Context: an optimization exercise on an open-source flow, tuned for small area and a short achievable clock period. The choices shown serve that exercise and are no tape-out recipe. Only simulation tests tie the RTL to the original design; equivalence was not proved. No activity file was given, so power comes from the tool's default toggle rates.

==> flow/design.v, too long to show whole: its modules and the start of the top module <==
// module signed_Mult32_3_Y21_final_4: 6 lines
// module mult32_low: 749 lines
// module mult32_tree: 1221 lines
// module mult32exact: 113 lines
// module ff_mult32appx: 54 lines
module ff_mult32appx(clk, aa, bb, yy1, yy2);
  // ...
==> flow/run.sh <==
#!/bin/bash
# synth_recipe.tcl (not shown) runs the flow's synth.tcl, then flattens the netlist and writes it again
# the make line also repeats each setting of config.mk as NAME=value (left out here)
make -C /OpenROAD-flow-scripts/flow DESIGN_CONFIG=/design/flow/config.mk WORK_HOME=/design/flow/orfs CLKGATE_MAP_FILE= SYNTH_SCRIPT=/design/flow/synth_recipe.tcl finish
==> flow/config.mk <==
export PLATFORM = sky130hd
export DESIGN_NAME = ff_mult32appx
export DESIGN_NICKNAME = ff_mult32appx
export VERILOG_FILES = /design/flow/design.v
export SDC_FILE = /design/flow/constraint.sdc
export NUM_CORES = 4
export LEC_CHECK = 0
export CAP_MARGIN = 20
export CORE_MARGIN = 2
export CORE_UTILIZATION = 40
export SETUP_SLACK_MARGIN = 4.0
export SLEW_MARGIN = 20
==> flow/constraint.sdc <==
create_clock -name core_clock -period 8.0 [get_ports {clk}]
set_input_delay 1.6000 -clock core_clock [delete_from_list [all_inputs] [get_ports {clk}]]
set_output_delay 1.6000 -clock core_clock [all_outputs]
set_load 0.01 [all_outputs]
==> results.py, run 1 <==
metrics = {
    "final_layout": {
        "area_growth_pct": 34.55,
        "seqCellArea_um2": 6555,
        "top_register": "cs",
        "clockBufferCount": 51,
        "seq_cells": 318,
        "seq_share_pct": 12.66,
        "mostFrequentLayoutCells": "461 x inv_1, 418 x a21oi_1, 339 x fa_1, 255 x dfxtp_1, 234 x a22oi_1",
    },
    "floorplan": {
        "dieArea_um2": 98670,
        "die_h_um": 314.1,
        "n_tap_cell": 1265,
    },
    "critical_path": {
        "critPathMaxFanout": 19,
        "critical_path.slowest_cell": "dfxtp_4",
        "crit_type": "flip-flop to flip-flop",
    },
    "route": {
        "post_drt_via_cell_ratio": 6.324,
        "avgRoutedWirePerCell_um": 28.36,
        "vias": 38067,
    },
    "worst_hold_path": {
        "hold_depth": 1,
    },
    "logic_synthesis": {
        "synthCells": 4572,
        "synth_top_family_by_area": "adder cells",
        "post_synth_and_or_nand_nor_area_fraction_pct": 7.598,
        "synth_most_common_cell": "inv_1",
        "synth_xor_area_share_pct": 9.016,
        "post_synth_most_frequent_cells": "559 x inv_1, 492 x a21oi_1, 484 x fa_1",
        "synthTopCellsByArea": "fa_1 25%, dfxtp_1 17%, a21oi_1 6.4%, a22oi_1 5.8%, inv_1 5.5%",
    },
    "status": {
        "status": "finished clean",
    },
    "global_route": {
        "use_met1_pct": 39.76,
    },
    "timing": {
        "relSlewSlack_pct": 29.60,
    },
    "power_and_ir_drop": {
        "top_power_group": "combinational logic",
    },
    "cts": {
        "clk_pin_slew_worst_paths_ps": 60,
    },
    "placement": {
        "dpl.hpwl_um": 88250,
    },
}
==> run 2, diff against run 1 <==
--- a/flow/config.mk
+++ b/flow/config.mk
@@ -11,2 +11,3 @@
 export SETUP_SLACK_MARGIN = 4.0
 export SLEW_MARGIN = 20
+export TNS_END_PERCENT = 2
==> run 2 against run 1 <==
Net effect:
- critical endpoint is now cs[34]
- first-iteration DRC count is 28% lower
- cell count is 3.5% lower
- largest cell class unchanged
- global-route usage is 4.3 points lower
==> results.py, run 2 <==
metrics = {
    "critical_path": {
        "crit_family": "adder cells",
        "crit_type": "input port to flip-flop",
        "endpoint_kind": "flip-flop",
        "rrSetupSlack_ps": 3600,
        "worstPathArrival_ps": 4900,
        "required_ps": 8490,
        "critPathMaxStageDelay_ps": 510,
        "critPathMaxFanout": 7,
        "cp_common_cell": "fa_1",
        "path_cells": "dlygate4sd2_1 > clkinvlp_4 > buf_4 > nor2_1 > a21oi_1 > o22ai_1 > a21oi_1 > fa_1 > fa_2 > inv_2 > fa_1 > inv_1 > fa_1",
        "critical_path.slowest_cell": "fa_1",
        "cp-start-kind": "input port",
        "critPathBufInv": 5,
    },
    "timing": {
        "finClkSkew_ps": 28.32,
        "fin_crit_ps": 4415,
        "tns_ps": 0,
        "relSlewSlack_pct": 37.05,
        "fmax_mhz": 226.5,
        "fin_crit_sh_pct": 55.19,
        "worst_slew_pin_slew_ps": 940.2,
        "maxSlewViolCount": 0,
        "hold_violations": 0,
        "setup_violations": 0,
        "grt_setup_unrepaired": "true",
    },
    "global_route": {
        "grt_first_pass_wirelength_um": 205300,
        "grt_max_degree": 118,
        "grt_use_total_pct": 26.83,
        "grt_overflow_total": 0,
        "grt_pass1_vias": 32384,
        "antenna_found_initial": 7,
    },
    "final_layout": {
        "fillers": 9036,
        "reg.largest.list": "cs: 103 flops, s0: 64 flops, yy1: 33 flops",
        "final_common_cell": "inv_1",
        "top_register": "cs",
        "mostFrequentLayoutCells": "536 x inv_1, 485 x a21oi_1, 443 x fa_1, 286 x a22oi_1, 262 x dfxtp_1",
        "drive_gt1_share_pct": 13.08,
        "fin_util_pct": 47.87,
        "num-nets-final": 5182,
        "final_area_um2": 45550,
        "area_growth_pct": 18.41,
        "largest_register_ffs": 103,
    },
    "floorplan": {
        "die_h_um": 314.1,
        "core_area_um2": 95150,
        "die_w_um": 314.1,
        "dieArea_um2": 98670,
        "num_rows": 113,
        "start_util_pct": 40.43,
        "ioPinCount": 193,
    },
    "route": {
        "drcViolationCount": 0,
        "avgRoutedWirePerCell_um": 24.76,
        "post_drt_via_cell_ratio": 5.996,
        "dr.pass1.iters": 6,
        "antenna_left": 0,
        "first_iter_violations": 4546,
        "vias": 34821,
        "drt-total-wl_um": 143800,
    },
    "status": {
        "status": "finished clean",
    },
    "logic_synthesis": {
        "yosys_warnings": 1,
        "synth_edf_count": 0,
        "synth_flop_cell": "dfxtp_1",
        "synthTopCellsByArea": "fa_1 25%, dfxtp_1 17%, a21oi_1 6.4%, a22oi_1 5.8%, inv_1 5.5%",
        "synth_area_um2": 38470,
        "synth_top_cell_by_area": "fa_1",
        "synth.avg_cell_area_um2": 8.414,
        "synth_seq_area_share_pct": 16.55,
        "synth_top_area_share_pct": 25.19,
        "async_flop_share_pct": 0,
        "post_synth_most_frequent_cells": "559 x inv_1, 492 x a21oi_1, 484 x fa_1",
        "ys_types": 58,
        "synth_most_common_cell": "inv_1",
        "synthCells": 4572,
        "ys_ff_latch": 318,
    },
    "cts": {
        "clk_pin_slew_worst_paths_ps": 60,
        "cts_max_path_buffers": 3,
        "clk-insertion-delay-late_ps": 620,
        "cts_root_buffer": "clkbuf_16",
        "cts_num_sinks": 318,
        "cts_max_level": 2,
        "cts_tree": "built",
        "numCtsBuffers": 41,
        "hold_buffers": 0,
    },
    "power_and_ir_drop": {
        "clockPowerShare_pct": 9.0,
        "powerDensity_nw_per_um2": 472.1,
        "switchingPower_uw": 9939,
        "total_power_uw": 21510,
        "leakagePower_uw": 0.01925,
        "p_int_uw": 11570,
        "power_frac_comb_pct": 77.2,
        "seqPwrFrac_pct": 13.8,
        "swShare_pct": 46.21,
        "ir_worst_vdd_mv": 0.6695,
    },
    "placement": {
        "post_dp_cell_area_um2": 40420,
        "io_buffers": 161,
        "gp_congestion": 0.8898,
        "dpl.hpwl_um": 88340,
    },
    "run": {
        "max_cap_violations": 0,
    },
    "worst_hold_path": {
        "min-delay-path-class": "flip-flop to flip-flop",
    },
}
-- run 2: cell count changes in the layout (fill, tap and decap cells not counted), moves of 63 or more --
cell	previous run	this run
fa_1	339	443
fa_2	145	41
buf_4	200	123
inv_1	461	536
inv_2	84	9
a21oi_1	418	485
a21oi_2	69	6
-- run 2: what timing repair did --
action,in CTS,in global routing
setup buffers,75,27
setup endpoints to repair,185,164
pin swaps,39,24
resized for setup,412,168
cloned,22,31
-- run 2: final cells by class --
cell class                 instances  area (um^2)  share of cell area (%)
multi-input combinational       3168        28470                   62.49
sequential                       318         6539                   14.36
timing repair buffer             412         5351                   11.75
inverter                         567         2205                   4.840
tap                             1265         1583                   3.475
clock buffer                      52         1149                   2.522
clock inverter                    23        252.7                  0.5549
antenna                            2        5.005                 0.01099
-- run 2: worst paths after layout --
check,startpoint,endpoint,cells after the start
setup / recovery,aa[11],cs[34],13
hold / removal,cs[1],s0[0],1
setup reg to reg,e1[9],bg[12],14
hold reg to reg,cs[1],s0[0],1
-- run 2: power by group through the flow --
stage | Sequential [uW] | Combinational (uW) | Clock, uW
2_1_floorplan | 2780 | 11800 | 0
3_3_place_gp | 2990 | 15800 | 0
3_5_place_dp | 2990 | 16100 | 0
4_1_cts | 2960 | 16500 | 1990
5_1_grt | 3020 | 18900 | 2040
6_report | 2970 | 16600 | 1940
-- run 2: metrics by stage --
step | hold WS [ps] | worst slack, ps | instances
final | 447.5 | 3585 | 5807
after global routing | 475.1 | 3523 | 5806
after floorplan | 420.0 | 3557 | 4602
after global placement | 440.0 | 2343 | 5575
after CTS | 451.5 | 3641 | 5747
after detailed placement | 431.3 | 2291 | 5575
-- run 2: logic make-up after synthesis --
| kind of cell | share of synthesized area (%) |
|---|---|
| AOI/OAI and AO/OA | 24.21 |
| xor gates and xnor gates | 9.016 |
| adders and majority gates | 31.07 |
| buffers and inverters | 11.49 |
| DFF | 16.55 |
| muxes | 0.05529 |
| other | 0.009748 |
| and+or+nand+nor | 7.598 |
-- run 2: metal layers --
metal	up-vias	wire, um	global-route usage (%)
li1	15256	-	-
met1	16948	57930	37.59
met5	-	60	0
met3	394	17070	6.054
met4	10	6342	8.167
met2	2213	62380	41.14
==> run 3, diff against run 2 <==
--- a/flow/config.mk
+++ b/flow/config.mk
@@ -8,5 +8,5 @@
 export CAP_MARGIN = 20
 export CORE_MARGIN = 2
-export CORE_UTILIZATION = 40
+export CORE_UTILIZATION = 50
 export SETUP_SLACK_MARGIN = 4.0
 export SLEW_MARGIN = 20
==> run 3 against run 2 <==
Net effect:
- still clean
- global-route usage increased by 7.3 points
- clock power about the same
- sequential share of layout area increased by 0.11 points
- die area decreased by 20%
- utilization increased by 12 points
- largest power group unchanged
==> results.py, run 3 <==
metrics = {
    "cts": {
        "clk-insertion-delay-late_ps": 600,
        "hold_buffers": 0,
        "cts_tree": "built",
        "cts_root_buffer": "clkbuf_16",
        "numCtsBuffers": 39,
        "cts_max_path_buffers": 3,
        "cts_num_sinks": 318,
        "clk_pin_slew_worst_paths_ps": 60,
        "cts_max_level": 2,
    },
    "timing": {
        "fmax_mhz": 224.5,
        "worst_slew_pin_slew_ps": 1055,
        "tns_ps": 0,
        "setup_violations": 0,
        "fin_crit_sh_pct": 55.68,
        "maxSlewViolCount": 0,
        "fin_ws_ps": 3546,
        "fin_crit_ps": 4454,
        "finClkSkew_ps": 27.89,
        "grt_setup_unrepaired": "true",
        "relSlewSlack_pct": 29.36,
        "hold_violations": 0,
    },
    "final_layout": {
        "final_area_um2": 45240,
        "final_common_cell": "inv_1",
        "reg.largest.list": "cs: 103 flops, s0: 64 flops, yy1: 33 flops",
        "fin_util_pct": 59.47,
        "num-nets-final": 5181,
        "mostFrequentLayoutCells": "536 x inv_1, 481 x a21oi_1, 437 x fa_1, 283 x a22oi_1, 259 x dfxtp_1",
        "largest_register_ffs": 103,
        "top_register": "cs",
        "drive_gt1_share_pct": 13.38,
        "area_growth_pct": 17.60,
    },
    "global_route": {
        "antenna_found_initial": 6,
        "grt_max_degree": 115,
        "grt_first_pass_wirelength_um": 206100,
        "grt_pass1_vias": 32563,
        "grt_use_total_pct": 34.13,
        "grt_overflow_total": 0,
    },
    "floorplan": {
        "num_rows": 101,
        "start_util_pct": 50.57,
        "die_h_um": 281.4,
        "die_w_um": 281.4,
        "ioPinCount": 193,
        "dieArea_um2": 79170,
        "core_area_um2": 76080,
    },
    "placement": {
        "post_dp_cell_area_um2": 40080,
        "gp_congestion": 0.9149,
        "dpl.hpwl_um": 89250,
        "io_buffers": 161,
        "preCtsSetupSlack_ps": 2193,
    },
    "logic_synthesis": {
        "synth_seq_area_share_pct": 16.55,
        "synth_edf_count": 0,
        "synth_top_cell_by_area": "fa_1",
        "synth_flop_cell": "dfxtp_1",
        "ys_ff_latch": 318,
        "synth_area_um2": 38470,
        "yosys_warnings": 1,
        "post_synth_most_frequent_cells": "559 x inv_1, 492 x a21oi_1, 484 x fa_1",
        "async_flop_share_pct": 0,
        "synth.avg_cell_area_um2": 8.414,
        "synth_most_common_cell": "inv_1",
        "synthTopCellsByArea": "fa_1 25%, dfxtp_1 17%, a21oi_1 6.4%, a22oi_1 5.8%, inv_1 5.5%",
        "synthCells": 4572,
        "ys_types": 58,
        "synth_top_area_share_pct": 25.19,
    },
    "critical_path": {
        "cp-start-kind": "input port",
        "critPathBufInv": 6,
        "crit_type": "input port to flip-flop",
        "required_ps": 8460,
        "critPathMaxStageDelay_ps": 490,
        "critical_path.slowest_cell": "fa_1",
        "critPathMaxFanout": 15,
        "crit_family": "adder cells",
        "cp_common_cell": "fa_1",
        "endpoint_kind": "flip-flop",
        "path_cells": "clkdlybuf4s15_2 > buf_12 > clkinvlp_4 > buf_4 > nor2_1 > a21oi_1 > o22ai_1 > a21oi_1 > ha_1 > fa_1 > inv_1 > fa_1 > inv_1 > fa_1",
        "worstPathArrival_ps": 4920,
    },
    "route": {
        "drcViolationCount": 0,
        "post_drt_via_cell_ratio": 6.353,
        "vias": 35403,
        "avgRoutedWirePerCell_um": 26.54,
        "antenna_left": 0,
        "dr.pass1.iters": 9,
        "first_iter_violations": 5037,
        "drt-total-wl_um": 147900,
    },
    "worst_hold_path": {
        "min-delay-path-class": "flip-flop to flip-flop",
    },
    "status": {
        "status": "finished clean",
    },
    "run": {
        "max_cap_violations": 0,
    },
    "power_and_ir_drop": {
        "total_power_uw": 22050,
        "ir_worst_vdd_mv": 0.6092,
        "leakagePower_uw": 0.01916,
        "powerDensity_nw_per_um2": 487.5,
    },
}
[run 3: cell count changes in the layout (fill, tap and decap cells not counted), moves of 5 or more]
cell,before,now
clkdlybuf4s50_1,83,95
fa_2,41,47
dlygate4sd2_1,32,14
and2_4,7,12
fa_1,443,437
dlymetal6s2s_1,4,9
buf_12,62,54
o31ai_1,85,79
o21ai_0,52,47
buf_6,16,26
bufbuf_16,19,7
[run 3: cell families after synthesis]
family,synth area share (%)
simple gates,7.598
compound gates,24.21
fa+ha+maj,31.07
mux,0.05529
buf+inv,11.49
xor+xnor,9.016
other cells,0.009748
flops,16.55
[run 3: layout make-up]
class                   instances  area [um^2]
fillers                      6851        30840
multi-input cells            3172        28630
flip-flops and latches        318         6545
repair buffers                409         5175
inverters                     567         2205
well taps                    1030         1289
clock buffers                  52         1095
clock inverters                20        286.5
diodes                          5        12.51
[run 3: final timing paths]
kind / start / endpoint / slack, ps / cells after the start
worst max-delay path: aa[11] / cs[28] / 3550 / 14
worst min-delay path: cs[1] / s0[0] / 460 / 1
worst max register to register: e2[2] / bg[13] / 3610 / 13
worst min register to register: cs[1] / s0[0] / 460 / 1
[run 3: worst register-to-register path, delay by kind of cell, from the launching register on]
family | cells | cell delay [ps]
buffers and inverters | 2 | 270
adders and majority gates | 7 | 2890
AOI/OAI and AO/OA | 3 | 470
DFF | 1 | 460
xor gates and xnor gates | 1 | 210
[run 3: what timing repair did]
| action | CTS | global route |
|---|---|---|
| buffers inserted | 56 | 59 |
| gates resized for setup | 353 | 234 |
| pin swaps | 24 | 37 |
| cloned | 11 | 38 |
| endpoints found under the setup margin | 196 | 162 |
[run 3: power breakdown]
part | switching [uW] | internal (uW)
sequential | 489 | 2580
combinational | 9130 | 7940
clock | 772 | 1140
total | 10400 | 11700
[run 3: through the flow]
step,cells,hold slack (ps)
floorplan,4602,420.0
global placement,5332,456.3
detailed placement,5332,455.1
CTS,5471,469.2
global route,5568,470.7
finish,5573,459.0
[run 3: metal layers]
metal  global-route usage [%]  wire [um]  share of wire, %  vias up
met2                    52.80      64990                44     2476
met5                        0          0                 0        -
li1                         -          -                 -    15252
met3                    7.019      18170                12      561
met4                    15.14       9104               6.2        0
met1                    46.19      55640                38    17114

==> what the ideal ports hide <==
How much do the figures lean on ideal ports? The routed layouts below were timed once more, with nothing changed but the port constraints.
Step 1 assumes that a clkbuf_16 drives the clock port and a buf_2 every other input.
Step 2, shift: input delay + t, output delay - t, t = (earliest + latest rising clock arrival at the registers) / 2. This alone moves slack from input paths to output paths.
a / b / c = no drivers / after step 1 / after step 2; a / b = the first two.
run	t (ns)	setup WS [ns]	worst setup path at the end
run 1	0.679	3.681 / 3.547 / 2.868	input to register
run 2	0.680	3.585 / 3.601 / 2.945	input to register
run 3	0.657	3.546 / 3.538 / 2.895	input to register
After both steps every run listed still meets setup and hold. For run 1, which loses most, drivers alone change the setup slack by -0.134 ns; drivers and shift together by -0.813 ns.
